Source: an optimization exercise on an open RTL-to-GDS flow (aim: small area and a short achievable clock period). Production flows keep margins and buffers that such runs may drop.
Function was checked by simulation only, so behaviour that the tests miss may differ from the original.
Power is estimated from default activity; no workload was simulated.

### flow/flow/run.sh
#!/bin/bash
set -uo pipefail
export BUFFER_PORTS_ARGS="-buffer_cell sky130_fd_sc_hd__buf_1"
export CTS_ARGS="-sink_clustering_enable -repair_clock_nets -sink_clustering_size 24 -sink_clustering_max_diameter 150"
bash standard.sh > flow_standard.log 2>&1
### flow/standard.sh
#!/bin/bash
# synth_recipe.tcl (not shown) runs the flow's synth.tcl, then flattens the netlist and writes it again
# the make line also repeats each setting of config.mk as NAME=value (left out here)
make -C /OpenROAD-flow-scripts/flow DESIGN_CONFIG=/design/flow/config.mk WORK_HOME=/design/flow/orfs CLKGATE_MAP_FILE= SYNTH_SCRIPT=/design/flow/synth_recipe.tcl "${@:-finish}"
### flow/config.mk
export PLATFORM = sky130hd
export DESIGN_NAME = Matrix_Multiplication
export DESIGN_NICKNAME = Matrix_Multiplication
export VERILOG_FILES = /design/flow/design.v
export SDC_FILE = /design/flow/constraint.sdc
export NUM_CORES = 4
export LEC_CHECK = 0
export CAP_MARGIN = 20
export CORE_MARGIN = 2
export CORE_UTILIZATION = 40
export SETUP_SLACK_MARGIN = 2.3
export SLEW_MARGIN = 20
export SYNTH_HIERARCHICAL = 1
export SYNTH_MINIMUM_KEEP_SIZE = 0
### flow/constraint.sdc
create_clock -name core_clock -period 6.5 [get_ports {clk}]
set_input_delay 1.3000 -clock core_clock [delete_from_list [all_inputs] [get_ports {clk}]]
set_output_delay 1.3000 -clock core_clock [all_outputs]
set_load 0.01 [all_outputs]
### flow/design.v
module Systolic_array (
    input clk, reset,
    input [7:0] in_a, in_b,
    output [16:0] out_c
);
  reg [16:0] acc;
  reg [0:0] kc;
  assign out_c = acc + {kc[0], 12'b0};
  wire [7:0] na, nb;   
  mm_inv ua0 (.a(in_a[0]), .y(na[0]));
  mm_inv ub0 (.a(in_b[0]), .y(nb[0]));
  mm_inv ua1 (.a(in_a[1]), .y(na[1]));
  mm_inv ub1 (.a(in_b[1]), .y(nb[1]));
  mm_inv ua2 (.a(in_a[2]), .y(na[2]));
  mm_inv ub2 (.a(in_b[2]), .y(nb[2]));
  mm_inv ua3 (.a(in_a[3]), .y(na[3]));
  mm_inv ub3 (.a(in_b[3]), .y(nb[3]));
  mm_inv ua4 (.a(in_a[4]), .y(na[4]));
  mm_inv ub4 (.a(in_b[4]), .y(nb[4]));
  mm_inv ua5 (.a(in_a[5]), .y(na[5]));
  mm_inv ub5 (.a(in_b[5]), .y(nb[5]));
  mm_inv ua6 (.a(in_a[6]), .y(na[6]));
  mm_inv ub6 (.a(in_b[6]), .y(nb[6]));
  mm_inv ua7 (.a(in_a[7]), .y(na[7]));
  mm_inv ub7 (.a(in_b[7]), .y(nb[7]));
  wire pp1;
  assign pp1 = ~(na[0] | nb[0]);
  wire pp2;
  assign pp2 = ~(na[0] | nb[1]);
  wire pp3;
  assign pp3 = ~(na[0] | nb[2]);
  wire pp4;
  assign pp4 = ~(na[0] | nb[3]);
  wire pp5;
  assign pp5 = ~(na[0] | nb[4]);
  wire pp6;
  assign pp6 = ~(na[0] | nb[5]);
  wire pp7;
  assign pp7 = ~(na[0] | nb[6]);
  wire pp8;
  assign pp8 = ~(na[0] | nb[7]);
  wire pp9;
  assign pp9 = ~(na[1] | nb[0]);
  wire pp10;
  assign pp10 = ~(na[1] | nb[1]);
  wire pp11;
  assign pp11 = ~(na[1] | nb[2]);
  wire pp12;
  assign pp12 = ~(na[1] | nb[3]);
  wire pp13;
  assign pp13 = ~(na[1] | nb[4]);
  wire pp14;
  assign pp14 = ~(na[1] | nb[5]);
  wire pp15;
  assign pp15 = ~(na[1] | nb[6]);
  wire pp16;
  assign pp16 = ~(na[1] | nb[7]);
  wire pp17;
  assign pp17 = ~(na[2] | nb[0]);
  wire pp18;
  assign pp18 = ~(na[2] | nb[1]);
  wire pp19;
  assign pp19 = ~(na[2] | nb[2]);
  wire pp20;
  assign pp20 = ~(na[2] | nb[3]);
  wire pp21;
  assign pp21 = ~(na[2] | nb[4]);
  wire pp22;
  assign pp22 = ~(na[2] | nb[5]);
  wire pp23;
  assign pp23 = ~(na[2] | nb[6]);
  wire pp24;
  assign pp24 = ~(na[2] | nb[7]);
  wire pp25;
  assign pp25 = ~(na[3] | nb[0]);
  wire pp26;
  assign pp26 = ~(na[3] | nb[1]);
  wire pp27;
  assign pp27 = ~(na[3] | nb[2]);
  wire pp28;
  assign pp28 = ~(na[3] | nb[3]);
  wire pp29;
  assign pp29 = ~(na[3] | nb[4]);
  wire pp30;
  assign pp30 = ~(na[3] | nb[5]);
  wire pp31;
  assign pp31 = ~(na[3] | nb[6]);
  wire pp32;
  assign pp32 = ~(na[3] | nb[7]);
  wire pp33;
  assign pp33 = ~(na[4] | nb[0]);
  wire pp34;
  assign pp34 = ~(na[4] | nb[1]);
  wire pp35;
  assign pp35 = ~(na[4] | nb[2]);
  wire pp36;
  assign pp36 = ~(na[4] | nb[3]);
  wire pp37;
  assign pp37 = ~(na[4] | nb[4]);
  wire pp38;
  assign pp38 = ~(na[4] | nb[5]);
  wire pp39;
  assign pp39 = ~(na[4] | nb[6]);
  wire pp40;
  assign pp40 = ~(na[4] | nb[7]);
  wire pp41;
  assign pp41 = ~(na[5] | nb[0]);
  wire pp42;
  assign pp42 = ~(na[5] | nb[1]);
  wire pp43;
  assign pp43 = ~(na[5] | nb[2]);
  wire pp44;
  assign pp44 = ~(na[5] | nb[3]);
  wire pp45;
  assign pp45 = ~(na[5] | nb[4]);
  wire pp46;
  assign pp46 = ~(na[5] | nb[5]);
  wire pp47;
  assign pp47 = ~(na[5] | nb[6]);
  wire pp48;
  assign pp48 = ~(na[5] | nb[7]);
  wire pp49;
  assign pp49 = ~(na[6] | nb[0]);
  wire pp50;
  assign pp50 = ~(na[6] | nb[1]);
  wire pp51;
  assign pp51 = ~(na[6] | nb[2]);
  wire pp52;
  assign pp52 = ~(na[6] | nb[3]);
  wire pp53;
  assign pp53 = ~(na[6] | nb[4]);
  wire pp54;
  assign pp54 = ~(na[6] | nb[5]);
  wire pp55;
  assign pp55 = ~(na[6] | nb[6]);
  wire pp56;
  assign pp56 = ~(na[6] | nb[7]);
  wire pp57;
  assign pp57 = ~(na[7] | nb[0]);
  wire pp58;
  assign pp58 = ~(na[7] | nb[1]);
  wire pp59;
  assign pp59 = ~(na[7] | nb[2]);
  wire pp60;
  assign pp60 = ~(na[7] | nb[3]);
  wire pp61;
  assign pp61 = ~(na[7] | nb[4]);
  wire pp62;
  assign pp62 = ~(na[7] | nb[5]);
  wire pp63;
  assign pp63 = ~(na[7] | nb[6]);
  wire pp64;
  assign pp64 = ~(na[7] | nb[7]);
  wire s65;
  wire k66;
  mm_ha u66 (.a(acc[5]), .b(pp6), .s(s65), .co(k66));
  wire s67;
  wire k68;
  mm_fa u68 (.a(acc[6]), .b(pp7), .c(pp14), .s(s67), .co(k68));
  wire s69;
  wire k70;
  mm_ha u70 (.a(pp21), .b(pp28), .s(s69), .co(k70));
  wire s71;
  wire k72;
  mm_fa u72 (.a(acc[7]), .b(pp8), .c(pp15), .s(s71), .co(k72));
  wire s73;
  wire k74;
  mm_fa u74 (.a(pp22), .b(pp29), .c(pp36), .s(s73), .co(k74));
  wire s75;
  wire k76;
  mm_ha u76 (.a(pp43), .b(pp50), .s(s75), .co(k76));
  wire s77;
  wire k78;
  mm_fa u78 (.a(acc[8]), .b(pp16), .c(pp23), .s(s77), .co(k78));
  wire s79;
  wire k80;
  mm_fa u80 (.a(pp30), .b(pp37), .c(pp44), .s(s79), .co(k80));
  wire s81;
  wire k82;
  mm_ha u82 (.a(pp51), .b(pp58), .s(s81), .co(k82));
  wire s83;
  wire k84;
  mm_fa u84 (.a(acc[9]), .b(pp24), .c(pp31), .s(s83), .co(k84));
  wire s85;
  wire k86;
  mm_fa u86 (.a(pp38), .b(pp45), .c(pp52), .s(s85), .co(k86));
  wire s87;
  wire k88;
  mm_fa u88 (.a(acc[10]), .b(pp32), .c(pp39), .s(s87), .co(k88));
  wire s89;
  wire k90;
  mm_ha u90 (.a(acc[3]), .b(pp4), .s(s89), .co(k90));
  wire s91;
  wire k92;
  mm_fa u92 (.a(acc[4]), .b(pp5), .c(pp12), .s(s91), .co(k92));
  wire s93;
  wire k94;
  mm_ha u94 (.a(pp19), .b(pp26), .s(s93), .co(k94));
  wire s95;
  wire k96;
  mm_fa u96 (.a(pp13), .b(pp20), .c(pp27), .s(s95), .co(k96));
  wire s97;
  wire k98;
  mm_fa u98 (.a(pp34), .b(pp41), .c(s65), .s(s97), .co(k98));
  wire s99;
  wire k100;
  mm_fa u100 (.a(pp35), .b(pp42), .c(pp49), .s(s99), .co(k100));
  wire s101;
  wire k102;
  mm_fa u102 (.a(k66), .b(s69), .c(s67), .s(s101), .co(k102));
  wire s103;
  wire k104;
  mm_fa u104 (.a(pp57), .b(k70), .c(s75), .s(s103), .co(k104));
  wire s105;
  wire k106;
  mm_fa u106 (.a(k68), .b(s71), .c(s73), .s(s105), .co(k106));
  wire s107;
  wire k108;
  mm_fa u108 (.a(k76), .b(s81), .c(k72), .s(s107), .co(k108));
  wire s109;
  wire k110;
  mm_fa u110 (.a(k74), .b(s77), .c(s79), .s(s109), .co(k110));
  wire s111;
  wire k112;
  mm_fa u112 (.a(pp59), .b(k82), .c(k78), .s(s111), .co(k112));
  wire s113;
  wire k114;
  mm_fa u114 (.a(k80), .b(s83), .c(s85), .s(s113), .co(k114));
  wire s115;
  wire k116;
  mm_fa u116 (.a(pp46), .b(pp53), .c(pp60), .s(s115), .co(k116));
  wire s117;
  wire k118;
  mm_fa u118 (.a(k84), .b(k86), .c(s87), .s(s117), .co(k118));
  wire s119;
  wire k120;
  mm_fa u120 (.a(acc[11]), .b(pp40), .c(pp47), .s(s119), .co(k120));
  wire s121;
  wire k122;
  mm_fa u122 (.a(pp54), .b(pp61), .c(k88), .s(s121), .co(k122));
  wire s123;
  wire k124;
  mm_fa u124 (.a(acc[12]), .b(kc[0]), .c(pp48), .s(s123), .co(k124));
  wire s125;
  wire k126;
  mm_ha u126 (.a(pp55), .b(pp62), .s(s125), .co(k126));
  wire s127;
  wire k128;
  mm_ha u128 (.a(acc[13]), .b(pp56), .s(s127), .co(k128));
  wire s129;
  wire k130;
  mm_ha u130 (.a(acc[2]), .b(pp3), .s(s129), .co(k130));
  wire s131;
  wire k132;
  mm_fa u132 (.a(pp11), .b(pp18), .c(pp25), .s(s131), .co(k132));
  wire s133;
  wire k134;
  mm_fa u134 (.a(pp33), .b(k90), .c(s93), .s(s133), .co(k134));
  wire s135;
  wire k136;
  mm_fa u136 (.a(k94), .b(k92), .c(s95), .s(s135), .co(k136));
  wire s137;
  wire k138;
  mm_fa u138 (.a(k96), .b(s99), .c(k98), .s(s137), .co(k138));
  wire s139;
  wire k140;
  mm_fa u140 (.a(k100), .b(s103), .c(k102), .s(s139), .co(k140));
  wire s141;
  wire k142;
  mm_fa u142 (.a(k104), .b(s107), .c(k106), .s(s141), .co(k142));
  wire s143;
  wire k144;
  mm_fa u144 (.a(k108), .b(s111), .c(k110), .s(s143), .co(k144));
  wire s145;
  wire k146;
  mm_fa u146 (.a(s115), .b(k112), .c(k114), .s(s145), .co(k146));
  wire s147;
  wire k148;
  mm_fa u148 (.a(k116), .b(s119), .c(s121), .s(s147), .co(k148));
  wire s149;
  wire k150;
  mm_fa u150 (.a(s125), .b(k120), .c(s123), .s(s149), .co(k150));
  wire s151;
  wire k152;
  mm_fa u152 (.a(pp63), .b(k126), .c(s127), .s(s151), .co(k152));
  wire s153;
  wire k154;
  mm_ha u154 (.a(acc[14]), .b(pp64), .s(s153), .co(k154));
  wire s155;
  wire k156;
  mm_ha u156 (.a(acc[1]), .b(pp2), .s(s155), .co(k156));
  wire s157;
  wire k158;
  mm_fa u158 (.a(pp10), .b(pp17), .c(s129), .s(s157), .co(k158));
  wire s159;
  wire k160;
  mm_fa u160 (.a(k130), .b(s89), .c(s131), .s(s159), .co(k160));
  wire s161;
  wire k162;
  mm_fa u162 (.a(k132), .b(s91), .c(s133), .s(s161), .co(k162));
  wire s163;
  wire k164;
  mm_fa u164 (.a(k134), .b(s97), .c(s135), .s(s163), .co(k164));
  wire s165;
  wire k166;
  mm_fa u166 (.a(k136), .b(s101), .c(s137), .s(s165), .co(k166));
  wire s167;
  wire k168;
  mm_fa u168 (.a(s105), .b(k138), .c(s139), .s(s167), .co(k168));
  wire s169;
  wire k170;
  mm_fa u170 (.a(s109), .b(k140), .c(s141), .s(s169), .co(k170));
  wire s171;
  wire k172;
  mm_fa u172 (.a(s113), .b(k142), .c(s143), .s(s171), .co(k172));
  wire s173;
  wire k174;
  mm_fa u174 (.a(s117), .b(k144), .c(s145), .s(s173), .co(k174));
  wire s175;
  wire k176;
  mm_fa u176 (.a(k118), .b(k146), .c(s147), .s(s175), .co(k176));
  wire s177;
  wire k178;
  mm_fa u178 (.a(k122), .b(s149), .c(k148), .s(s177), .co(k178));
  wire s179;
  wire k180;
  mm_fa u180 (.a(k124), .b(s151), .c(k150), .s(s179), .co(k180));
  wire s181;
  wire k182;
  mm_fa u182 (.a(k128), .b(s153), .c(k152), .s(s181), .co(k182));
  wire s183;
  wire k184;
  mm_ha u184 (.a(acc[15]), .b(k154), .s(s183), .co(k184));
  wire s185;
  wire k186;
  mm_ha u186 (.a(acc[0]), .b(pp1), .s(s185), .co(k186));
  wire s187;
  wire k188;
  mm_fa u188 (.a(pp9), .b(k186), .c(s155), .s(s187), .co(k188));
  wire s189;
  wire k190;
  mm_fa u190 (.a(k156), .b(k188), .c(s157), .s(s189), .co(k190));
  wire s191;
  wire k192;
  mm_ha u192 (.a(s159), .b(k158), .s(s191), .co(k192));
  wire s193;
  wire k194;
  mm_ha u194 (.a(s161), .b(k160), .s(s193), .co(k194));
  wire s195;
  wire k196;
  mm_ha u196 (.a(s163), .b(k162), .s(s195), .co(k196));
  wire s197;
  wire k198;
  mm_ha u198 (.a(s165), .b(k164), .s(s197), .co(k198));
  wire s199;
  wire k200;
  mm_ha u200 (.a(s167), .b(k166), .s(s199), .co(k200));
  wire s201;
  wire k202;
  mm_ha u202 (.a(s169), .b(k168), .s(s201), .co(k202));
  wire s203;
  wire k204;
  mm_ha u204 (.a(s171), .b(k170), .s(s203), .co(k204));
  wire s205;
  wire k206;
  mm_ha u206 (.a(s173), .b(k172), .s(s205), .co(k206));
  wire s207;
  wire k208;
  mm_ha u208 (.a(s175), .b(k174), .s(s207), .co(k208));
  wire g209;
  assign g209 = k192 | (s191 & k190);
  wire g210;
  assign g210 = k194 | (s193 & g209);
  wire p211;
  assign p211 = s193 & s191;
  wire g212;
  assign g212 = k196 | (s195 & k194);
  wire p213;
  assign p213 = s195 & s193;
  wire g214;
  assign g214 = k198 | (s197 & k196);
  wire p215;
  assign p215 = s197 & s195;
  wire g216;
  assign g216 = k200 | (s199 & k198);
  wire p217;
  assign p217 = s199 & s197;
  wire g218;
  assign g218 = k202 | (s201 & k200);
  wire p219;
  assign p219 = s201 & s199;
  wire g220;
  assign g220 = k204 | (s203 & k202);
  wire p221;
  assign p221 = s203 & s201;
  wire g222;
  assign g222 = k206 | (s205 & k204);
  wire p223;
  assign p223 = s205 & s203;
  wire g224;
  assign g224 = k208 | (s207 & k206);
  wire p225;
  assign p225 = s207 & s205;
  wire g226;
  assign g226 = g212 | (p213 & g209);
  wire p227;
  assign p227 = p213 & s191;
  wire g228;
  assign g228 = g214 | (p215 & g210);
  wire p229;
  assign p229 = p215 & p211;
  wire g230;
  assign g230 = g216 | (p217 & g212);
  wire p231;
  assign p231 = p217 & p213;
  wire g232;
  assign g232 = g218 | (p219 & g214);
  wire p233;
  assign p233 = p219 & p215;
  wire g234;
  assign g234 = g220 | (p221 & g216);
  wire p235;
  assign p235 = p221 & p217;
  wire g236;
  assign g236 = g222 | (p223 & g218);
  wire p237;
  assign p237 = p223 & p219;
  wire g238;
  assign g238 = g224 | (p225 & g220);
  wire p239;
  assign p239 = p225 & p221;
  wire g240;
  assign g240 = g230 | (p231 & g209);
  wire p241;
  assign p241 = p231 & s191;
  wire g242;
  assign g242 = g232 | (p233 & g210);
  wire p243;
  assign p243 = p233 & p211;
  wire g244;
  assign g244 = g234 | (p235 & g226);
  wire p245;
  assign p245 = p235 & p227;
  wire g246;
  assign g246 = g236 | (p237 & g228);
  wire p247;
  assign p247 = p237 & p229;
  wire g248;
  assign g248 = g238 | (p239 & g230);
  wire p249;
  assign p249 = p239 & p231;
  wire g250;
  assign g250 = g248 | (p249 & g209);
  wire p251;
  assign p251 = p249 & s191;
  wire s252;
  wire k253;
  mm_ha u253 (.a(s177), .b(k176), .s(s252), .co(k253));
  wire s254;
  wire k255;
  mm_ha u255 (.a(s179), .b(k178), .s(s254), .co(k255));
  wire s256;
  wire k257;
  mm_ha u257 (.a(s181), .b(k180), .s(s256), .co(k257));
  wire s258;
  wire k259;
  mm_ha u259 (.a(s183), .b(k182), .s(s258), .co(k259));
  wire s260;
  wire k261;
  mm_ha u261 (.a(acc[16]), .b(k184), .s(s260), .co(k261));
  wire g262;
  assign g262 = k255 | (s254 & k253);
  wire p263;
  assign p263 = s254 & s252;
  wire g264;
  assign g264 = k257 | (s256 & k255);
  wire p265;
  assign p265 = s256 & s254;
  wire g266;
  assign g266 = k259 | (s258 & k257);
  wire p267;
  assign p267 = s258 & s256;
  wire g268;
  assign g268 = k261 | (s260 & k259);
  wire p269;
  assign p269 = s260 & s258;
  wire g270;
  assign g270 = g264 | (p265 & k253);
  wire p271;
  assign p271 = p265 & s252;
  wire g272;
  assign g272 = g266 | (p267 & g262);
  wire p273;
  assign p273 = p267 & p263;
  wire g274;
  assign g274 = g268 | (p269 & g264);
  wire p275;
  assign p275 = p269 & p265;
  wire g276;
  assign g276 = g274 | (p275 & k253);
  wire p277;
  assign p277 = p275 & s252;
  wire [16:0] sum = {(s260 ^ g272), (s258 ^ g270), (s256 ^ g262), (s254 ^ k253), (s252 ^ 1'b0), (s207 ^ g246), (s205 ^ g244), (s203 ^ g242), (s201 ^ g240), (s199 ^ g228), (s197 ^ g226), (s195 ^ g210), (s193 ^ g209), (s191 ^ k190), s189, s187, s185};
  always @(posedge clk or posedge reset) begin
    if (reset) begin
      acc <= 17'b0;
      kc <= 1'b0;
    end else begin
      acc <= sum;
      kc <= g250;
    end
  end
endmodule
module Systolic_array_int (
    input clk, reset,
    input [7:0] in_a, in_b,
    output reg [16:0] out_c
);
  wire [16:0] acc = out_c;
  wire [7:0] na, nb;   
  mm_inv ua0 (.a(in_a[0]), .y(na[0]));
  mm_inv ub0 (.a(in_b[0]), .y(nb[0]));
  mm_inv ua1 (.a(in_a[1]), .y(na[1]));
  mm_inv ub1 (.a(in_b[1]), .y(nb[1]));
  mm_inv ua2 (.a(in_a[2]), .y(na[2]));
  mm_inv ub2 (.a(in_b[2]), .y(nb[2]));
  mm_inv ua3 (.a(in_a[3]), .y(na[3]));
  mm_inv ub3 (.a(in_b[3]), .y(nb[3]));
  mm_inv ua4 (.a(in_a[4]), .y(na[4]));
  mm_inv ub4 (.a(in_b[4]), .y(nb[4]));
  mm_inv ua5 (.a(in_a[5]), .y(na[5]));
  mm_inv ub5 (.a(in_b[5]), .y(nb[5]));
  mm_inv ua6 (.a(in_a[6]), .y(na[6]));
  mm_inv ub6 (.a(in_b[6]), .y(nb[6]));
  mm_inv ua7 (.a(in_a[7]), .y(na[7]));
  mm_inv ub7 (.a(in_b[7]), .y(nb[7]));
  wire pp1;
  assign pp1 = ~(na[0] | nb[0]);
  wire pp2;
  assign pp2 = ~(na[0] | nb[1]);
  wire pp3;
  assign pp3 = ~(na[0] | nb[2]);
  wire pp4;
  assign pp4 = ~(na[0] | nb[3]);
  wire pp5;
  assign pp5 = ~(na[0] | nb[4]);
  wire pp6;
  assign pp6 = ~(na[0] | nb[5]);
  wire pp7;
  assign pp7 = ~(na[0] | nb[6]);
  wire pp8;
  assign pp8 = ~(na[0] | nb[7]);
  wire pp9;
  assign pp9 = ~(na[1] | nb[0]);
  wire pp10;
  assign pp10 = ~(na[1] | nb[1]);
  wire pp11;
  assign pp11 = ~(na[1] | nb[2]);
  wire pp12;
  assign pp12 = ~(na[1] | nb[3]);
  wire pp13;
  assign pp13 = ~(na[1] | nb[4]);
  wire pp14;
  assign pp14 = ~(na[1] | nb[5]);
  wire pp15;
  assign pp15 = ~(na[1] | nb[6]);
  wire pp16;
  assign pp16 = ~(na[1] | nb[7]);
  wire pp17;
  assign pp17 = ~(na[2] | nb[0]);
  wire pp18;
  assign pp18 = ~(na[2] | nb[1]);
  wire pp19;
  assign pp19 = ~(na[2] | nb[2]);
  wire pp20;
  assign pp20 = ~(na[2] | nb[3]);
  wire pp21;
  assign pp21 = ~(na[2] | nb[4]);
  wire pp22;
  assign pp22 = ~(na[2] | nb[5]);
  wire pp23;
  assign pp23 = ~(na[2] | nb[6]);
  wire pp24;
  assign pp24 = ~(na[2] | nb[7]);
  wire pp25;
  assign pp25 = ~(na[3] | nb[0]);
  wire pp26;
  assign pp26 = ~(na[3] | nb[1]);
  wire pp27;
  assign pp27 = ~(na[3] | nb[2]);
  wire pp28;
  assign pp28 = ~(na[3] | nb[3]);
  wire pp29;
  assign pp29 = ~(na[3] | nb[4]);
  wire pp30;
  assign pp30 = ~(na[3] | nb[5]);
  wire pp31;
  assign pp31 = ~(na[3] | nb[6]);
  wire pp32;
  assign pp32 = ~(na[3] | nb[7]);
  wire pp33;
  assign pp33 = ~(na[4] | nb[0]);
  wire pp34;
  assign pp34 = ~(na[4] | nb[1]);
  wire pp35;
  assign pp35 = ~(na[4] | nb[2]);
  wire pp36;
  assign pp36 = ~(na[4] | nb[3]);
  wire pp37;
  assign pp37 = ~(na[4] | nb[4]);
  wire pp38;
  assign pp38 = ~(na[4] | nb[5]);
  wire pp39;
  assign pp39 = ~(na[4] | nb[6]);
  wire pp40;
  assign pp40 = ~(na[4] | nb[7]);
  wire pp41;
  assign pp41 = ~(na[5] | nb[0]);
  wire pp42;
  assign pp42 = ~(na[5] | nb[1]);
  wire pp43;
  assign pp43 = ~(na[5] | nb[2]);
  wire pp44;
  assign pp44 = ~(na[5] | nb[3]);
  wire pp45;
  assign pp45 = ~(na[5] | nb[4]);
  wire pp46;
  assign pp46 = ~(na[5] | nb[5]);
  wire pp47;
  assign pp47 = ~(na[5] | nb[6]);
  wire pp48;
  assign pp48 = ~(na[5] | nb[7]);
  wire pp49;
  assign pp49 = ~(na[6] | nb[0]);
  wire pp50;
  assign pp50 = ~(na[6] | nb[1]);
  wire pp51;
  assign pp51 = ~(na[6] | nb[2]);
  wire pp52;
  assign pp52 = ~(na[6] | nb[3]);
  wire pp53;
  assign pp53 = ~(na[6] | nb[4]);
  wire pp54;
  assign pp54 = ~(na[6] | nb[5]);
  wire pp55;
  assign pp55 = ~(na[6] | nb[6]);
  wire pp56;
  assign pp56 = ~(na[6] | nb[7]);
  wire pp57;
  assign pp57 = ~(na[7] | nb[0]);
  wire pp58;
  assign pp58 = ~(na[7] | nb[1]);
  wire pp59;
  assign pp59 = ~(na[7] | nb[2]);
  wire pp60;
  assign pp60 = ~(na[7] | nb[3]);
  wire pp61;
  assign pp61 = ~(na[7] | nb[4]);
  wire pp62;
  assign pp62 = ~(na[7] | nb[5]);
  wire pp63;
  assign pp63 = ~(na[7] | nb[6]);
  wire pp64;
  assign pp64 = ~(na[7] | nb[7]);
  wire s65;
  wire k66;
  mm_ha u66 (.a(acc[5]), .b(pp6), .s(s65), .co(k66));
  wire s67;
  wire k68;
  mm_fa u68 (.a(acc[6]), .b(pp7), .c(pp14), .s(s67), .co(k68));
  wire s69;
  wire k70;
  mm_ha u70 (.a(pp21), .b(pp28), .s(s69), .co(k70));
  wire s71;
  wire k72;
  mm_fa u72 (.a(acc[7]), .b(pp8), .c(pp15), .s(s71), .co(k72));
  wire s73;
  wire k74;
  mm_fa u74 (.a(pp22), .b(pp29), .c(pp36), .s(s73), .co(k74));
  wire s75;
  wire k76;
  mm_ha u76 (.a(pp43), .b(pp50), .s(s75), .co(k76));
  wire s77;
  wire k78;
  mm_fa u78 (.a(acc[8]), .b(pp16), .c(pp23), .s(s77), .co(k78));
  wire s79;
  wire k80;
  mm_fa u80 (.a(pp30), .b(pp37), .c(pp44), .s(s79), .co(k80));
  wire s81;
  wire k82;
  mm_ha u82 (.a(pp51), .b(pp58), .s(s81), .co(k82));
  wire s83;
  wire k84;
  mm_fa u84 (.a(acc[9]), .b(pp24), .c(pp31), .s(s83), .co(k84));
  wire s85;
  wire k86;
  mm_fa u86 (.a(pp38), .b(pp45), .c(pp52), .s(s85), .co(k86));
  wire s87;
  wire k88;
  mm_fa u88 (.a(acc[10]), .b(pp32), .c(pp39), .s(s87), .co(k88));
  wire s89;
  wire k90;
  mm_ha u90 (.a(acc[3]), .b(pp4), .s(s89), .co(k90));
  wire s91;
  wire k92;
  mm_fa u92 (.a(acc[4]), .b(pp5), .c(pp12), .s(s91), .co(k92));
  wire s93;
  wire k94;
  mm_ha u94 (.a(pp19), .b(pp26), .s(s93), .co(k94));
  wire s95;
  wire k96;
  mm_fa u96 (.a(pp13), .b(pp20), .c(pp27), .s(s95), .co(k96));
  wire s97;
  wire k98;
  mm_fa u98 (.a(pp34), .b(pp41), .c(s65), .s(s97), .co(k98));
  wire s99;
  wire k100;
  mm_fa u100 (.a(pp35), .b(pp42), .c(pp49), .s(s99), .co(k100));
  wire s101;
  wire k102;
  mm_fa u102 (.a(k66), .b(s69), .c(s67), .s(s101), .co(k102));
  wire s103;
  wire k104;
  mm_fa u104 (.a(pp57), .b(k70), .c(s75), .s(s103), .co(k104));
  wire s105;
  wire k106;
  mm_fa u106 (.a(k68), .b(s71), .c(s73), .s(s105), .co(k106));
  wire s107;
  wire k108;
  mm_fa u108 (.a(k76), .b(s81), .c(k72), .s(s107), .co(k108));
  wire s109;
  wire k110;
  mm_fa u110 (.a(k74), .b(s77), .c(s79), .s(s109), .co(k110));
  wire s111;
  wire k112;
  mm_fa u112 (.a(pp59), .b(k82), .c(k78), .s(s111), .co(k112));
  wire s113;
  wire k114;
  mm_fa u114 (.a(k80), .b(s83), .c(s85), .s(s113), .co(k114));
  wire s115;
  wire k116;
  mm_fa u116 (.a(pp46), .b(pp53), .c(pp60), .s(s115), .co(k116));
  wire s117;
  wire k118;
  mm_fa u118 (.a(k84), .b(k86), .c(s87), .s(s117), .co(k118));
  wire s119;
  wire k120;
  mm_fa u120 (.a(acc[11]), .b(pp40), .c(pp47), .s(s119), .co(k120));
  wire s121;
  wire k122;
  mm_fa u122 (.a(pp54), .b(pp61), .c(k88), .s(s121), .co(k122));
  wire s123;
  wire k124;
  mm_fa u124 (.a(acc[12]), .b(pp48), .c(pp55), .s(s123), .co(k124));
  wire s125;
  wire k126;
  mm_ha u126 (.a(acc[2]), .b(pp3), .s(s125), .co(k126));
  wire s127;
  wire k128;
  mm_fa u128 (.a(pp11), .b(pp18), .c(pp25), .s(s127), .co(k128));
  wire s129;
  wire k130;
  mm_fa u130 (.a(pp33), .b(k90), .c(s93), .s(s129), .co(k130));
  wire s131;
  wire k132;
  mm_fa u132 (.a(k94), .b(k92), .c(s95), .s(s131), .co(k132));
  wire s133;
  wire k134;
  mm_fa u134 (.a(k96), .b(s99), .c(k98), .s(s133), .co(k134));
  wire s135;
  wire k136;
  mm_fa u136 (.a(k100), .b(s103), .c(k102), .s(s135), .co(k136));
  wire s137;
  wire k138;
  mm_fa u138 (.a(k104), .b(s107), .c(k106), .s(s137), .co(k138));
  wire s139;
  wire k140;
  mm_fa u140 (.a(k108), .b(s111), .c(k110), .s(s139), .co(k140));
  wire s141;
  wire k142;
  mm_fa u142 (.a(s115), .b(k112), .c(k114), .s(s141), .co(k142));
  wire s143;
  wire k144;
  mm_fa u144 (.a(k116), .b(s119), .c(s121), .s(s143), .co(k144));
  wire s145;
  wire k146;
  mm_fa u146 (.a(pp62), .b(k120), .c(s123), .s(s145), .co(k146));
  wire s147;
  wire k148;
  mm_fa u148 (.a(acc[13]), .b(pp56), .c(pp63), .s(s147), .co(k148));
  wire s149;
  wire k150;
  mm_ha u150 (.a(acc[1]), .b(pp2), .s(s149), .co(k150));
  wire s151;
  wire k152;
  mm_fa u152 (.a(pp10), .b(pp17), .c(s125), .s(s151), .co(k152));
  wire s153;
  wire k154;
  mm_fa u154 (.a(k126), .b(s89), .c(s127), .s(s153), .co(k154));
  wire s155;
  wire k156;
  mm_fa u156 (.a(k128), .b(s91), .c(s129), .s(s155), .co(k156));
  wire s157;
  wire k158;
  mm_fa u158 (.a(k130), .b(s97), .c(s131), .s(s157), .co(k158));
  wire s159;
  wire k160;
  mm_fa u160 (.a(k132), .b(s101), .c(s133), .s(s159), .co(k160));
  wire s161;
  wire k162;
  mm_fa u162 (.a(s105), .b(k134), .c(s135), .s(s161), .co(k162));
  wire s163;
  wire k164;
  mm_fa u164 (.a(s109), .b(k136), .c(s137), .s(s163), .co(k164));
  wire s165;
  wire k166;
  mm_fa u166 (.a(s113), .b(k138), .c(s139), .s(s165), .co(k166));
  wire s167;
  wire k168;
  mm_fa u168 (.a(s117), .b(k140), .c(s141), .s(s167), .co(k168));
  wire s169;
  wire k170;
  mm_fa u170 (.a(k118), .b(k142), .c(s143), .s(s169), .co(k170));
  wire s171;
  wire k172;
  mm_fa u172 (.a(k122), .b(s145), .c(k144), .s(s171), .co(k172));
  wire s173;
  wire k174;
  mm_fa u174 (.a(k124), .b(s147), .c(k146), .s(s173), .co(k174));
  wire s175;
  wire k176;
  mm_fa u176 (.a(acc[14]), .b(pp64), .c(k148), .s(s175), .co(k176));
  wire s177;
  wire k178;
  mm_ha u178 (.a(acc[0]), .b(pp1), .s(s177), .co(k178));
  wire s179;
  wire k180;
  mm_fa u180 (.a(pp9), .b(k178), .c(s149), .s(s179), .co(k180));
  wire s181;
  wire k182;
  mm_fa u182 (.a(k150), .b(k180), .c(s151), .s(s181), .co(k182));
  wire s183;
  wire k184;
  mm_fa u184 (.a(k152), .b(s153), .c(k182), .s(s183), .co(k184));
  wire s185;
  wire k186;
  mm_fa u186 (.a(k154), .b(s155), .c(k184), .s(s185), .co(k186));
  wire s187;
  wire k188;
  mm_ha u188 (.a(s157), .b(k156), .s(s187), .co(k188));
  wire s189;
  wire k190;
  mm_ha u190 (.a(s159), .b(k158), .s(s189), .co(k190));
  wire s191;
  wire k192;
  mm_ha u192 (.a(s161), .b(k160), .s(s191), .co(k192));
  wire s193;
  wire k194;
  mm_ha u194 (.a(s163), .b(k162), .s(s193), .co(k194));
  wire s195;
  wire k196;
  mm_ha u196 (.a(s165), .b(k164), .s(s195), .co(k196));
  wire s197;
  wire k198;
  mm_ha u198 (.a(s167), .b(k166), .s(s197), .co(k198));
  wire s199;
  wire k200;
  mm_ha u200 (.a(s169), .b(k168), .s(s199), .co(k200));
  wire s201;
  wire k202;
  mm_ha u202 (.a(s171), .b(k170), .s(s201), .co(k202));
  wire s203;
  wire k204;
  mm_ha u204 (.a(s173), .b(k172), .s(s203), .co(k204));
  wire s205;
  wire k206;
  mm_ha u206 (.a(s175), .b(k174), .s(s205), .co(k206));
  wire s207;
  wire k208;
  mm_ha u208 (.a(acc[15]), .b(k176), .s(s207), .co(k208));
  wire g209;
  assign g209 = k188 | (s187 & k186);
  wire g210;
  assign g210 = k190 | (s189 & g209);
  wire p211;
  assign p211 = s189 & s187;
  wire g212;
  assign g212 = k194 | (s193 & k192);
  wire p213;
  assign p213 = s193 & s191;
  wire g214;
  assign g214 = k198 | (s197 & k196);
  wire p215;
  assign p215 = s197 & s195;
  wire g216;
  assign g216 = k202 | (s201 & k200);
  wire p217;
  assign p217 = s201 & s199;
  wire g218;
  assign g218 = k206 | (s205 & k204);
  wire p219;
  assign p219 = s205 & s203;
  wire g220;
  assign g220 = 1'b0 | (acc[16] & k208);
  wire p221;
  assign p221 = acc[16] & s207;
  wire g222;
  assign g222 = k192 | (s191 & g210);
  wire p223;
  assign p223 = s191 & p211;
  wire g224;
  assign g224 = g212 | (p213 & g210);
  wire p225;
  assign p225 = p213 & p211;
  wire g226;
  assign g226 = k200 | (s199 & g214);
  wire p227;
  assign p227 = s199 & p215;
  wire g228;
  assign g228 = g216 | (p217 & g214);
  wire p229;
  assign p229 = p217 & p215;
  wire g230;
  assign g230 = k208 | (s207 & g218);
  wire p231;
  assign p231 = s207 & p219;
  wire g232;
  assign g232 = g220 | (p221 & g218);
  wire p233;
  assign p233 = p221 & p219;
  wire g234;
  assign g234 = k196 | (s195 & g224);
  wire p235;
  assign p235 = s195 & p225;
  wire g236;
  assign g236 = g214 | (p215 & g224);
  wire p237;
  assign p237 = p215 & p225;
  wire g238;
  assign g238 = g226 | (p227 & g224);
  wire p239;
  assign p239 = p227 & p225;
  wire g240;
  assign g240 = g228 | (p229 & g224);
  wire p241;
  assign p241 = p229 & p225;
  wire g242;
  assign g242 = k204 | (s203 & g240);
  wire p243;
  assign p243 = s203 & p241;
  wire g244;
  assign g244 = g218 | (p219 & g240);
  wire p245;
  assign p245 = p219 & p241;
  wire g246;
  assign g246 = g230 | (p231 & g240);
  wire p247;
  assign p247 = p231 & p241;
  wire g248;
  assign g248 = g232 | (p233 & g240);
  wire p249;
  assign p249 = p233 & p241;
  wire [16:0] sum = {(acc[16] ^ g246), (s207 ^ g244), (s205 ^ g242), (s203 ^ g240), (s201 ^ g238), (s199 ^ g236), (s197 ^ g234), (s195 ^ g224), (s193 ^ g222), (s191 ^ g210), (s189 ^ g209), (s187 ^ k186), s185, s183, s181, s179, s177};
  always @(posedge clk or posedge reset) begin
    if (reset)
      out_c <= 17'b0;
    else
      out_c <= sum;
  end
endmodule
module mm_inv (input a, output y);
  assign y = ~a;
endmodule
module mm_fa (input a, b, c, output s, co);
  assign s = a ^ b ^ c;
  assign co = (a & b) | (c & (a ^ b));
endmodule
module mm_ha (input a, b, output s, co);
  assign s = a ^ b;
  assign co = a & b;
endmodule
module Matrix_Multiplication (
  input clk, reset,
  input [7:0] a1, a2, a3, a4, b1, b2, b3, b4,
  output [16:0] c1, c2, c3, c4, c5, c6, c7, c8, c9, c10, c11, c12, c13, c14, c15, c16
);
  reg [7:0] ad1_0, ad1_1, ad1_2, ad1_3, ad2_0, ad2_1, ad2_2, ad2_3, ad3_0, ad3_1, ad3_2, ad3_3;
  reg [7:0] bd1_0, bd1_1, bd1_2, bd1_3, bd2_0, bd2_1, bd2_2, bd2_3, bd3_0, bd3_1, bd3_2, bd3_3;
  wire [7:0] ad0_0 = a1, ad0_1 = a2, ad0_2 = a3, ad0_3 = a4;
  wire [7:0] bd0_0 = b1, bd0_1 = b2, bd0_2 = b3, bd0_3 = b4;
  always @(posedge clk or posedge reset) begin
    if (reset) begin
      ad1_0 <= 8'b00000000;
      ad1_1 <= 8'b00000000;
      ad1_2 <= 8'b00000000;
      ad1_3 <= 8'b00000000;
      ad2_0 <= 8'b00000000;
      ad2_1 <= 8'b00000000;
      ad2_2 <= 8'b00000000;
      ad2_3 <= 8'b00000000;
      ad3_0 <= 8'b00000000;
      ad3_1 <= 8'b00000000;
      ad3_2 <= 8'b00000000;
      ad3_3 <= 8'b00000000;
      bd1_0 <= 8'b00000000;
      bd1_1 <= 8'b00000000;
      bd1_2 <= 8'b00000000;
      bd1_3 <= 8'b00000000;
      bd2_0 <= 8'b00000000;
      bd2_1 <= 8'b00000000;
      bd2_2 <= 8'b00000000;
      bd2_3 <= 8'b00000000;
      bd3_0 <= 8'b00000000;
      bd3_1 <= 8'b00000000;
      bd3_2 <= 8'b00000000;
      bd3_3 <= 8'b00000000;
    end else begin
      ad1_0 <= ad0_0;
      ad1_1 <= ad0_1;
      ad1_2 <= ad0_2;
      ad1_3 <= ad0_3;
      ad2_0 <= ad1_0;
      ad2_1 <= ad1_1;
      ad2_2 <= ad1_2;
      ad2_3 <= ad1_3;
      ad3_0 <= ad2_0;
      ad3_1 <= ad2_1;
      ad3_2 <= ad2_2;
      ad3_3 <= ad2_3;
      bd1_0 <= bd0_0;
      bd1_1 <= bd0_1;
      bd1_2 <= bd0_2;
      bd1_3 <= bd0_3;
      bd2_0 <= bd1_0;
      bd2_1 <= bd1_1;
      bd2_2 <= bd1_2;
      bd2_3 <= bd1_3;
      bd3_0 <= bd2_0;
      bd3_1 <= bd2_1;
      bd3_2 <= bd2_2;
      bd3_3 <= bd2_3;
    end
  end
  Systolic_array B1 (.clk(clk), .reset(reset), .in_a(ad0_0), .in_b(bd0_0), .out_c(c1));
  Systolic_array B2 (.clk(clk), .reset(reset), .in_a(ad0_1), .in_b(bd1_0), .out_c(c2));
  Systolic_array B3 (.clk(clk), .reset(reset), .in_a(ad0_2), .in_b(bd2_0), .out_c(c3));
  Systolic_array B4 (.clk(clk), .reset(reset), .in_a(ad0_3), .in_b(bd3_0), .out_c(c4));
  Systolic_array B5 (.clk(clk), .reset(reset), .in_a(ad1_0), .in_b(bd0_1), .out_c(c5));
  Systolic_array_int B6 (.clk(clk), .reset(reset), .in_a(ad1_1), .in_b(bd1_1), .out_c(c6));
  Systolic_array_int B7 (.clk(clk), .reset(reset), .in_a(ad1_2), .in_b(bd2_1), .out_c(c7));
  Systolic_array_int B8 (.clk(clk), .reset(reset), .in_a(ad1_3), .in_b(bd3_1), .out_c(c8));
  Systolic_array B9 (.clk(clk), .reset(reset), .in_a(ad2_0), .in_b(bd0_2), .out_c(c9));
  Systolic_array_int B10 (.clk(clk), .reset(reset), .in_a(ad2_1), .in_b(bd1_2), .out_c(c10));
  Systolic_array_int B11 (.clk(clk), .reset(reset), .in_a(ad2_2), .in_b(bd2_2), .out_c(c11));
  Systolic_array_int B12 (.clk(clk), .reset(reset), .in_a(ad2_3), .in_b(bd3_2), .out_c(c12));
  Systolic_array B13 (.clk(clk), .reset(reset), .in_a(ad3_0), .in_b(bd0_3), .out_c(c13));
  Systolic_array_int B14 (.clk(clk), .reset(reset), .in_a(ad3_1), .in_b(bd1_3), .out_c(c14));
  Systolic_array_int B15 (.clk(clk), .reset(reset), .in_a(ad3_2), .in_b(bd2_3), .out_c(c15));
  Systolic_array_int B16 (.clk(clk), .reset(reset), .in_a(ad3_3), .in_b(bd3_3), .out_c(c16));
endmodule
==> results of run 1 <==
## Yosys stat by module, one instance, submodules excluded
module / times used / flip-flops and latches
Matrix_Multiplication: 1 / 192
Systolic_array_int: 9 / 17
mm_inv: 256 / 0
Systolic_array: 7 / 18
mm_fa: 818 / 0
mm_ha: 369 / 0
## layout by cell type (no fill, tap or decap), drive strengths merged, types with 12 or more instances in the layout
cell / netlist / layout
nor2: 1106 / 1106
fa: 818 / 818
dfrtp: 471 / 471
buf: 84 / 464
ha: 449 / 449
inv: 280 / 269
xnor2: 117 / 117
nand2: 91 / 91
a21oi: 83 / 83
a21o: 37 / 37
clkbuf: 256 / 32
nand3: 30 / 30
o21ai: 30 / 30
or2: 25 / 25
o211ai: 23 / 23
a211oi: 16 / 16
a221oi: 16 / 16
xor2: 14 / 14
a31oi: 14 / 14
nor3: 14 / 14
clkinvlp: 0 / 12
## worst paths after layout
check | start | to | slack, ns | depth (start not counted)
max in group asynchronous | reset | ad1_1[1] | 4.19 | 4
worst max-delay path | bd3_1[5] | B8.out_c[14] | 2.33 | 17
worst min-delay path | ad2_1[4] | ad3_1[4] | 0.38 | 0
worst min register to register | ad2_1[4] | ad3_1[4] | 0.38 | 0
worst max register to register | bd3_1[5] | B8.out_c[14] | 2.33 | 17
min in group asynchronous | reset | ad1_3[0] | 1.07 | 3
## area by class of cell
class	instances	area [µm²]
inverters	280	1280
diodes	3	7.51
well taps	1488	1860
repair buffers	470	2380
flip-flops and latches	471	11800
clock buffers	26	639
fillers	10385	60400
multi-input cells	2943	32000
clock inverters	6	76.3
## report_power, final
part           total [mW]  switching, mW  internal [mW]
registers            5.49           1.09           4.40
logic                24.5           12.7           11.9
clock network        1.84           1.12          0.728
total                31.9           14.9           17.0
## synth_stat cells
library cell	count	share of area
nor2_1	1106	0.093
nor3_1	14	0.0016
xnor2_1	117	0.023
a41oi_1	9	0.0018
a221oi_1	7	0.0014
a21boi_2	7	0.0018
nand4_1	7	0.00099
buf_4	84	0.014
a21o_1	37	0.0062
and2_1	7	0.00099
xor2_1	14	0.0028
inv_1	280	0.024
nand2b_1	7	0.00099
o21ai_0	23	0.0026
mux2i_1	7	0.0016
fa_1	818	0.37
a31oi_1	14	0.0020
a211oi_2	7	0.0020
o211ai_1	16	0.0027
a221oi_2	9	0.0030
o21ai_1	7	0.00079
or2_2	25	0.0035
a211oi_1	9	0.0015
a41o_1	9	0.0020
nand2_1	91	0.0077
nand3_1	30	0.0034
ha_1	449	0.13
a21oi_1	76	0.0086
o211ai_2	7	0.0020
nor2b_1	7	0.00099
dfrtp_1	471	0.27
a21oi_2	7	0.0014
clkbuf_1	256	0.022
## per-stage QoR
stage | power (mW) | hold slack [ns]
floorplan | 23.3 | 0.354
global placement | 27.8 | 0.360
detailed placement | 28.3 | 0.360
CTS | 31.4 | 0.382
global route | 35.6 | 0.392
finish | 31.9 | 0.380
## cell families after synthesis
family,after synthesis,share of synthesized area
multiplexers,7,0.00158
adder cells (fa/ha/maj),1267,0.495
XOR/XNOR,131,0.0258
buffers and inverters,620,0.0595
AO/OA/AOI/OAI,244,0.0397
AND/OR/NAND/NOR,1294,0.113
flip-flops,471,0.265
## repair_timing
action,in CTS,in global routing
gates resized for setup,224,168
pin swaps,114,124
setup endpoints to repair,68,66
endpoints found under the hold margin,0,0
buffers inserted,86,44
## routing by layer
| metal | vias to the layer above | global-route usage | share of wire |
|---|---|---|---|
| met5 | - | 0 | 0.00013 |
| met4 | 2 | 0.0663 | 0.032 |
| met3 | 142 | 0.0466 | 0.064 |
| met2 | 645 | 0.364 | 0.50 |
| met1 | 15016 | 0.274 | 0.40 |
| li1 | 12789 | - | - |
==> results.sh, run 1 <==
export IMPL_status="timing/DRC/antenna clean"
export IMPL_die_w_um=337
export IMPL_num_vias=28594
export IMPL_critical_path_buf_inv_count=2
export IMPL_fin_skew_ns=0.0222
export IMPL_crit_path_max_fanout=7
export IMPL_timing_slew_headroom=0.427
export IMPL_io_buffers=337
export IMPL_grt_max_degree=121
export IMPL_ctsLongestPathBuffers=3
export IMPL_synth_cell_types=33
export IMPL_crit_chain="clkinvlp_4, buf_4, nor2_1, ha_1, fa_1, fa_1, fa_1, ha_1, ha_4, o211ai_1, nand2_2, a41o_1, nand2_1, nand2_1, ha_4, nor2_2, xnor2_1"
export IMPL_startpoint_type="register"
export IMPL_required_ns=7.06
export IMPL_cts_hold_buf=0
export IMPL_grt_pass1_wl_um=186000
export IMPL_final_nets=5524
export IMPL_critPathSlowestCell="fa_1"
export IMPL_clock_root_buffer="clkbuf_16"
export IMPL_slew_violations=0
export IMPL_track_usage=0.214
export IMPL_rsz0062_at_grt="yes"
export IMPL_worst_slack_ns=2.33
export IMPL_ioPinCount=338
export IMPL_numCtsBuffers=25
export IMPL_arrival_ns=4.73
export IMPL_worst_pin_slew_ns=0.859
export IMPL_wl_um=118000
export IMPL_synth_area_mm2=0.0444
export IMPL_cp_top_family="adder cells"
export IMPL_antenna_found_initial=6
export IMPL_syn_instance_count=4034
export IMPL_routabilityCongestion=0.888
export IMPL_cts_sinks=471
export IMPL_antenna_left=0
export IMPL_instances_no_fill=5687
export IMPL_start_util=0.402
export IMPL_final_area_mm2=0.0501
export IMPL_die_y_um=337
export IMPL_grt_pass1_vias=31834
export IMPL_drt_iter0_drc=1251
export IMPL_drt_pass1_iter_count=5
export IMPL_period_share=0.641
export IMPL_tns_ns=0
export IMPL_critPathMaxStageDelay_ns=0.52
export IMPL_fmax_ghz=0.240
export IMPL_wl_per_cell_um=20.8
export IMPL_drcViolationCount=0
export IMPL_cap_violations=0
export IMPL_drive_gt1_frac=0.176
export IMPL_vdd_drop_max_uv=581
export IMPL_cts_tree="yes"
export IMPL_critPathKind="reg2reg"
export IMPL_synth_seq_area_share=0.265
export IMPL_rows=122
export IMPL_dp_cells=5522
export IMPL_dpl_hpwl_um=98200
export IMPL_coreArea_mm2=0.111
export IMPL_yosys_warnings=9
export IMPL_setup_viol=0
export IMPL_p_per_area_mw_per_mm2=637
export IMPL_period_needed_ns=4.17
export IMPL_insertion_delay_ns=0.64
export IMPL_overflow=0
export IMPL_final_util=0.453
export IMPL_htreeDepth=1
export IMPL_postPlaceCellArea_mm2=0.0472
export IMPL_worst_path_most_repeated_cell="fa_1"
export IMPL_avgSynthCellArea_um2=11.0
export IMPL_dieArea_mm2=0.114
export IMPL_path_clk_slew_ns=0.10
export IMPL_areaGrowthSynthToFinish_pct=12.7
export IMPL_vias_per_cell=5.03
export IMPL_synth_fp_nets=5367
export IMPL_worst_setup_path_end_kind="register"
export IMPL_p_leak_nw=23.0
export IMPL_ys_seq_elements=471
export IMPL_pre_cts_ws_ns=1.56
export IMPL_finalHoldViolCount=0
export IMPL_hold_path_class="reg2reg"
==> run 2: changes to the inputs <==
--- a/flow/config.mk
+++ b/flow/config.mk
@@ -9,5 +9,5 @@
 export CORE_MARGIN = 2
 export CORE_UTILIZATION = 40
-export SETUP_SLACK_MARGIN = 2.3
+export SETUP_SLACK_MARGIN = 2.15
 export SLEW_MARGIN = 20
 export SYNTH_HIERARCHICAL = 1
==> results.sh, run 2 <==
export IMPL_insertion_delay_ns=0.63
export IMPL_ctsLongestPathBuffers=3
export IMPL_vias_per_cell=5.00
export IMPL_ioPinCount=338
export IMPL_period_needed_ns=4.28
export IMPL_fin_skew_ns=0.0287
export IMPL_htreeDepth=1
export IMPL_fin_total_pwr_mw=30.1
export IMPL_timing_slew_headroom=0.347
export IMPL_clock_root_buffer="clkbuf_16"
export IMPL_syn_instance_count=4034
export IMPL_postPlaceCellArea_mm2=0.0462
export IMPL_hold_path_class="reg2reg"
export IMPL_p_per_area_mw_per_mm2=621
export IMPL_cts_hold_buf=0
export IMPL_grt_pass1_vias=31082
export IMPL_drt_pass1_iter_count=5
export IMPL_start_util=0.402
export IMPL_crit_reg2reg_launch="bd1_1[2]"
export IMPL_wl_um=115000
export IMPL_worst_pin_slew_ns=0.980
export IMPL_finalHoldViolCount=0
export IMPL_rsz0062_at_grt="yes"
export IMPL_vdd_drop_max_uv=590
export IMPL_synth_edf_count=0
export IMPL_drive_gt1_frac=0.0982
export IMPL_cap_violations=0
export IMPL_num_vias=28270
export IMPL_routabilityCongestion=0.897
export IMPL_die_w_um=337
export IMPL_antenna_left=0
export IMPL_min_from="bd1_2[7]"
export IMPL_min_path_cells=0
export IMPL_dpl_hpwl_um=95600
export IMPL_final_cell_mix="1077 x nor2_1, 787 x fa_1, 451 x dfrtp_1, 413 x ha_1, 334 x buf_1"
export IMPL_crit_start="bd1_1[2]"
export IMPL_fmax_ghz=0.234
export IMPL_slew_violations=0
export IMPL_antenna_found_initial=7
export IMPL_yosysTopAreaCellShare=0.368
export IMPL_numCtsBuffers=24
export IMPL_coreArea_mm2=0.111
export IMPL_die_y_um=337
export IMPL_crit_path_max_fanout=3
export IMPL_io_buffers=337
export IMPL_synth_fp_nets=5367
export IMPL_final_area_mm2=0.0484
export IMPL_rr_endpoint="B6.out_c[14]"
export IMPL_status="timing/DRC/antenna clean"
export IMPL_yosys_warnings=9
export IMPL_synth_top_family_by_area="adder cells"
export IMPL_critPathKind="reg2reg"
export IMPL_drt_iter0_drc=1416
export IMPL_synth_simple_area_share=0.113
export IMPL_grt_max_degree=111
export IMPL_hold_end="bd2_2[7]"
export IMPL_synth_area_mm2=0.0444
export IMPL_layout_commonest_cell="nor2_1"
export IMPL_tns_ns=0
export IMPL_final_nets=5493
export IMPL_rows=122
export IMPL_reg2regPathDepth=18
export IMPL_period_share=0.659
export IMPL_p_leak_nw=22.9
export IMPL_synth_compound_area_share=0.0397
export IMPL_dieArea_mm2=0.114
export IMPL_drcViolationCount=0
export IMPL_synth_fa_ha_area_frac=0.495
export IMPL_avgSynthCellArea_um2=11.0
export IMPL_synth_main_ff_cell="dfrtp_1"
export IMPL_track_usage=0.208
export IMPL_synth_mux_area_frac=0.00158
export IMPL_reg2reg_setup_slack_ns=2.22
export IMPL_yosysMostFrequentCell="nor2_1"
export IMPL_startpoint_type="register"
export IMPL_ys_top_cells_by_area="fa_1 37%, dfrtp_1 27%, ha_1 13%"
export IMPL_cts_tree="yes"
export IMPL_setup_viol=0
export IMPL_yosysTopAreaCell="fa_1"
export IMPL_path_clk_slew_ns=0.11
export IMPL_overflow=0
export IMPL_final_util=0.438
export IMPL_synthArstFlopShare=1.00
export IMPL_cts_sinks=471
export IMPL_netlist_top_cells_count="1106 x nor2_1, 818 x fa_1, 471 x dfrtp_1"
export IMPL_areaGrowthSynthToFinish_pct=8.89
export IMPL_ys_seq_elements=471
export IMPL_arrival_ns=4.81
export IMPL_synth_seq_area_share=0.265
export IMPL_worst_setup_path_end_kind="register"
export IMPL_synth_cell_types=33
export IMPL_synth_xor_area_frac=0.0258
export IMPL_required_ns=7.03
export IMPL_wl_per_cell_um=20.3
export IMPL_grt_pass1_wl_um=182000
-- run 2: cell families (layout without fill, tap and decap cells) --
kind of cell | after synthesis | after routing
AOI/OAI and AO/OA | 244 | 244
xor gates and xnor gates | 131 | 131
adders and majority gates | 1267 | 1267
buffers and inverters | 620 | 750
DFF | 471 | 471
muxes | 7 | 7
other | 0 | 3
and+or+nand+nor | 1294 | 1294
-- run 2: layout make-up --
cell class                      count  area (µm²)
Timing Repair Buffer              440        2110
Clock inverter                      4        88.8
Tap cell                         1488        1860
Antenna cell                        3        7.51
Fill cell                       10533       62100
Sequential cell                   471       11800
Multi-Input combinational cell   2943       30700
Inverter                          280        1210
Clock buffer                       26         629
-- run 2: worst max-delay path by stage --
stage                    to  slack [ns]
6_report       B6.out_c[14]        2.22
5_1_grt        B6.out_c[14]        2.03
4_1_cts        B7.out_c[14]        2.13
3_5_place_dp     B3.acc[10]        1.42
3_3_place_gp     B3.acc[11]        1.43
2_1_floorplan    B2.acc[10]        2.15
-- run 2: critical path, stage by stage (launching register included) --
cell and delay [ns]:
dfrtp_2 0.46, inv_4 0.09, buf_6 0.11, nor2_4 0.04, fa_1 0.49, fa_1 0.55, fa_1 0.44, ha_1 0.29
ha_1 0.17, or2_2 0.27, ha_2 0.18, o211ai_1 0.16, nand2_1 0.10, a41o_1 0.23, nand2_1 0.08, nand2_1 0.06
ha_1 0.20, nor2_2 0.14, xnor2_2 0.13
-- run 2: what timing repair did --
item | in CTS | in global routing
buffers inserted | 44 | 56
resized for setup | 117 | 180
setup endpoints to repair | 46 | 53
pin swaps | 15 | 108
-- run 2: metal layers --
metal	global-route usage	vias to the layer above	wire length (µm)
met3	0.0449	155	7890
met1	0.279	14716	47700
met5	0	-	70
met2	0.337	679	54800
met4	0.0674	12	4070
li1	-	12708	-
-- run 2: per-stage QoR --
stage	worst slack, ns	std cells	hold slack (ns)
floorplan	2.15	4034	0.354
global route	2.03	5653	0.409
CTS	2.13	5596	0.385
detailed placement	1.42	5522	0.360
finish	2.22	5655	0.377
global placement	1.43	5522	0.360
-- run 2: where the power goes --
part           total, mW  leakage, nW  internal (mW)  switching [mW]
logic               22.7         17.1           10.7            12.0
registers           5.51         5.47           4.39            1.11
clock network       1.87        0.352          0.783            1.08
total               30.1         22.9           15.8            14.2
-- run 2: per-module statistics from Yosys, one instance, submodules excluded --
module / times used / cells inside / area (µm²)
mm_inv: 256 / 1 / 3.75
Systolic_array_int: 9 / 135 / 987
mm_ha: 369 / 1 / 12.5
mm_fa: 818 / 1 / 20.0
Matrix_Multiplication: 1 / 193 / 4810
Systolic_array: 7 / 169 / 1260
==> run 3: changes to the inputs <==
--- a/flow/config.mk
+++ b/flow/config.mk
@@ -8,6 +8,6 @@
 export CAP_MARGIN = 20
 export CORE_MARGIN = 2
-export CORE_UTILIZATION = 40
-export SETUP_SLACK_MARGIN = 2.15
+export CORE_UTILIZATION = 50
+export SETUP_SLACK_MARGIN = 2.1
 export SLEW_MARGIN = 20
 export SYNTH_HIERARCHICAL = 1
==> results.sh, run 3 <==
export IMPL_synth_area_mm2=0.0444
export IMPL_htreeDepth=1
export IMPL_worst_setup_path_end_kind="register"
export IMPL_wl_um=110000
export IMPL_drcViolationCount=0
export IMPL_seq_area_mm2=0.0118
export IMPL_drt_iter0_drc=1599
export IMPL_synth_edf_count=0
export IMPL_cts_sinks=471
export IMPL_wl_per_cell_um=20.7
export IMPL_drive_gt1_frac=0.0869
export IMPL_synth_fp_nets=5367
export IMPL_cap_violations=0
export IMPL_finalHoldViolCount=0
export IMPL_antenna_found_initial=7
export IMPL_worst_pin_slew_ns=0.964
export IMPL_yosys_warnings=9
export IMPL_routabilityCongestion=0.861
export IMPL_final_nets=5477
export IMPL_yosysMostFrequentCell="nor2_1"
export IMPL_rsz0062_at_grt="yes"
export IMPL_fin_skew_ns=0.0189
export IMPL_num_vias=28308
export IMPL_critPathKind="reg2reg"
export IMPL_critPathMaxStageDelay_ns=0.43
export IMPL_fmax_ghz=0.225
export IMPL_synth_main_ff_cell="dfrtp_1"
export IMPL_areaGrowthSynthToFinish_pct=6.91
export IMPL_period_needed_ns=4.44
export IMPL_final_util=0.539
export IMPL_die_w_um=302
export IMPL_numCtsBuffers=23
export IMPL_required_ns=7.04
export IMPL_syn_instance_count=4034
export IMPL_ioPinCount=338
export IMPL_final_cell_mix="1079 x nor2_1, 792 x fa_1, 449 x dfrtp_1, 429 x ha_1, 333 x buf_1"
export IMPL_vdd_drop_max_uv=539
export IMPL_antenna_left=0
export IMPL_vias_per_cell=5.33
export IMPL_start_util=0.504
export IMPL_coreArea_mm2=0.0882
export IMPL_multiInputGateArea_mm2=0.0305
export IMPL_dieArea_mm2=0.0913
export IMPL_startpoint_type="register"
export IMPL_io_buffers=337
export IMPL_timing_slew_headroom=0.357
export IMPL_synth_cell_types=33
export IMPL_worst_path_most_repeated_cell="fa_2"
export IMPL_pre_cts_ws_ns=1.54
export IMPL_setup_viol=0
export IMPL_netlist_top_cells_count="1106 x nor2_1, 818 x fa_1, 471 x dfrtp_1"
export IMPL_overflow=0
export IMPL_cts_tree="yes"
export IMPL_yosysTopAreaCellShare=0.368
export IMPL_critPathSlowestCell="dfrtp_1"
export IMPL_p_per_area_mw_per_mm2=617
export IMPL_track_usage=0.253
export IMPL_drt_pass1_iter_count=8
export IMPL_p_leak_nw=22.8
export IMPL_fillerInstances=7880
export IMPL_hold_ws_ns=0.373
export IMPL_status="timing/DRC/antenna clean"
export IMPL_final_area_mm2=0.0475
export IMPL_grt_max_degree=74
export IMPL_avgSynthCellArea_um2=11.0
export IMPL_tns_ns=0
export IMPL_period_share=0.683
export IMPL_hold_path_class="reg2reg"
export IMPL_grt_pass1_wl_um=177000
export IMPL_insertion_delay_ns=0.61
export IMPL_synth_seq_area_share=0.265
export IMPL_path_clk_slew_ns=0.10
export IMPL_arrival_ns=4.98
export IMPL_worst_slack_ns=2.06
export IMPL_postPlaceCellArea_mm2=0.0457
export IMPL_grt_pass1_vias=31360
export IMPL_crit_chain="clkinvlp_4, buf_6, nor2_4, ha_4, fa_2, fa_2, fa_2, fa_2, ha_4, or2_4, ha_4, o211ai_1, nand2_1, a41o_1, buf_4, a221oi_2, xnor2_1"
export IMPL_clock_root_buffer="clkbuf_16"
export IMPL_crit_path_max_fanout=5
export IMPL_layout_commonest_cell="nor2_1"
export IMPL_cts_hold_buf=0
export IMPL_dpl_hpwl_um=91100
export IMPL_die_y_um=302
export IMPL_ctsLongestPathBuffers=3
export IMPL_rows=109
export IMPL_synthArstFlopShare=1.00
export IMPL_ys_top_cells_by_area="fa_1 37%, dfrtp_1 27%, ha_1 13%"
export IMPL_ys_seq_elements=471
export IMPL_slew_violations=0
export IMPL_yosysTopAreaCell="fa_1"
run 3: area by class of cell:
cell class / count / share of cell area
multi-input combinational: 2943 / 0.641
sequential: 471 / 0.249
timing repair buffer: 425 / 0.0415
tap: 1165 / 0.0307
inverter: 280 / 0.0254
clock buffer: 24 / 0.0122
clock inverter: 2 / 0.000369
antenna: 1 / 0.0000527
run 3: path summary, 6_finish.rpt:
path                       slack (ns)            end  startpoint  cells after the start
setup reg to reg                 2.06  B10.out_c[16]    ad2_1[0]                     17
min in group asynchronous        1.10       bd2_1[3]       reset                      3
hold reg to reg                  0.37       bd2_2[4]    bd1_2[4]                      0
setup / recovery                 2.06  B10.out_c[16]    ad2_1[0]                     17
hold / removal                   0.37       bd2_2[4]    bd1_2[4]                      0
max in group asynchronous        4.00       ad1_2[1]       reset                      4
run 3: cell families after synthesis:
| family | Yosys count | share of synthesized area |
|---|---|---|
| compound gates | 244 | 0.0397 |
| xor+xnor | 131 | 0.0258 |
| fa+ha+maj | 1267 | 0.495 |
| buf+inv | 620 | 0.0595 |
| flops | 471 | 0.265 |
| mux | 7 | 0.00158 |
| simple gates | 1294 | 0.113 |
run 3: routing by layer:
metal / global-route usage / wire [µm] / vias up
met5: 0 / 73 / -
met1: 0.339 / 44700 / 14823
met3: 0.0452 / 6500 / 150
met4: 0.0718 / 3740 / 12
met2: 0.424 / 54800 / 662
li1: - / - / 12661
run 3: timing repair:
item                                    4_1_cts  5_1_grt
gates resized for setup                      80      174
pin swaps                                    16       92
endpoints found under the setup margin       41       57
setup buffers                                27       57
run 3: where the power goes:
part / internal (mW) / leakage (nW) / total [mW] / switching [mW]
Clock: 0.645 / 0.294 / 1.68 / 1.04
Combinational: 10.3 / 17.0 / 22.2 / 11.9
Sequential: 4.40 / 5.47 / 5.44 / 1.05
Total: 15.3 / 22.8 / 29.3 / 14.0
run 3: through the flow:
stage          cells  power (mW)
5_1_grt         5311        33.0
3_3_place_gp    5200        26.3
4_1_cts         5253        29.1
6_report        5311        29.3
3_5_place_dp    5200        26.6
2_1_floorplan   4034        22.0
run 3: modules after synthesis, one instance, submodules excluded:
module,times used,flip-flops and latches
Matrix_Multiplication,1,192
Systolic_array_int,9,17
Systolic_array,7,18
mm_ha,369,0
mm_fa,818,0
mm_inv,256,0
run 3: worst max-delay path: cells and delay by family, from the launching register on:
| kind | cells | cell delay [ns] |
|---|---|---|
| adder cells (fa/ha/maj) | 7 | 2.06 |
| AO/OA/AOI/OAI | 3 | 0.72 |
| buffers and inverters | 3 | 0.55 |
| AND/OR/NAND/NOR | 3 | 0.47 |
| flip-flops | 1 | 0.43 |
| XOR/XNOR | 1 | 0.14 |

## separate check: timing with driven ports
The results above use ideal ports. As a check the final layouts listed here were re-extracted and re-timed, cells and wires unchanged.
Step 1, drivers: a clkbuf_16 drives clk and a buf_2 each remaining input, both assumed.
Step 2 moves the port delays by t, midway between the first and last clock arrival at a register: inputs arrive t later, outputs are due t later. That takes back most of the time a late clock gives input paths.
Three values: ideal, step 1, step 2; two values: the first two.
run	t (ns)	slack for setup (ns)	worst setup path after step 2	cell pins on the clock port's net
run 1	0.695	2.334 / 2.334 / 1.727	input to register	1
run 2	0.694	2.219 / 2.219 / 1.612	input to register	1
run 3	0.666	2.062 / 2.062 / 1.572	input to register	1
After both steps every run listed still meets setup and hold.
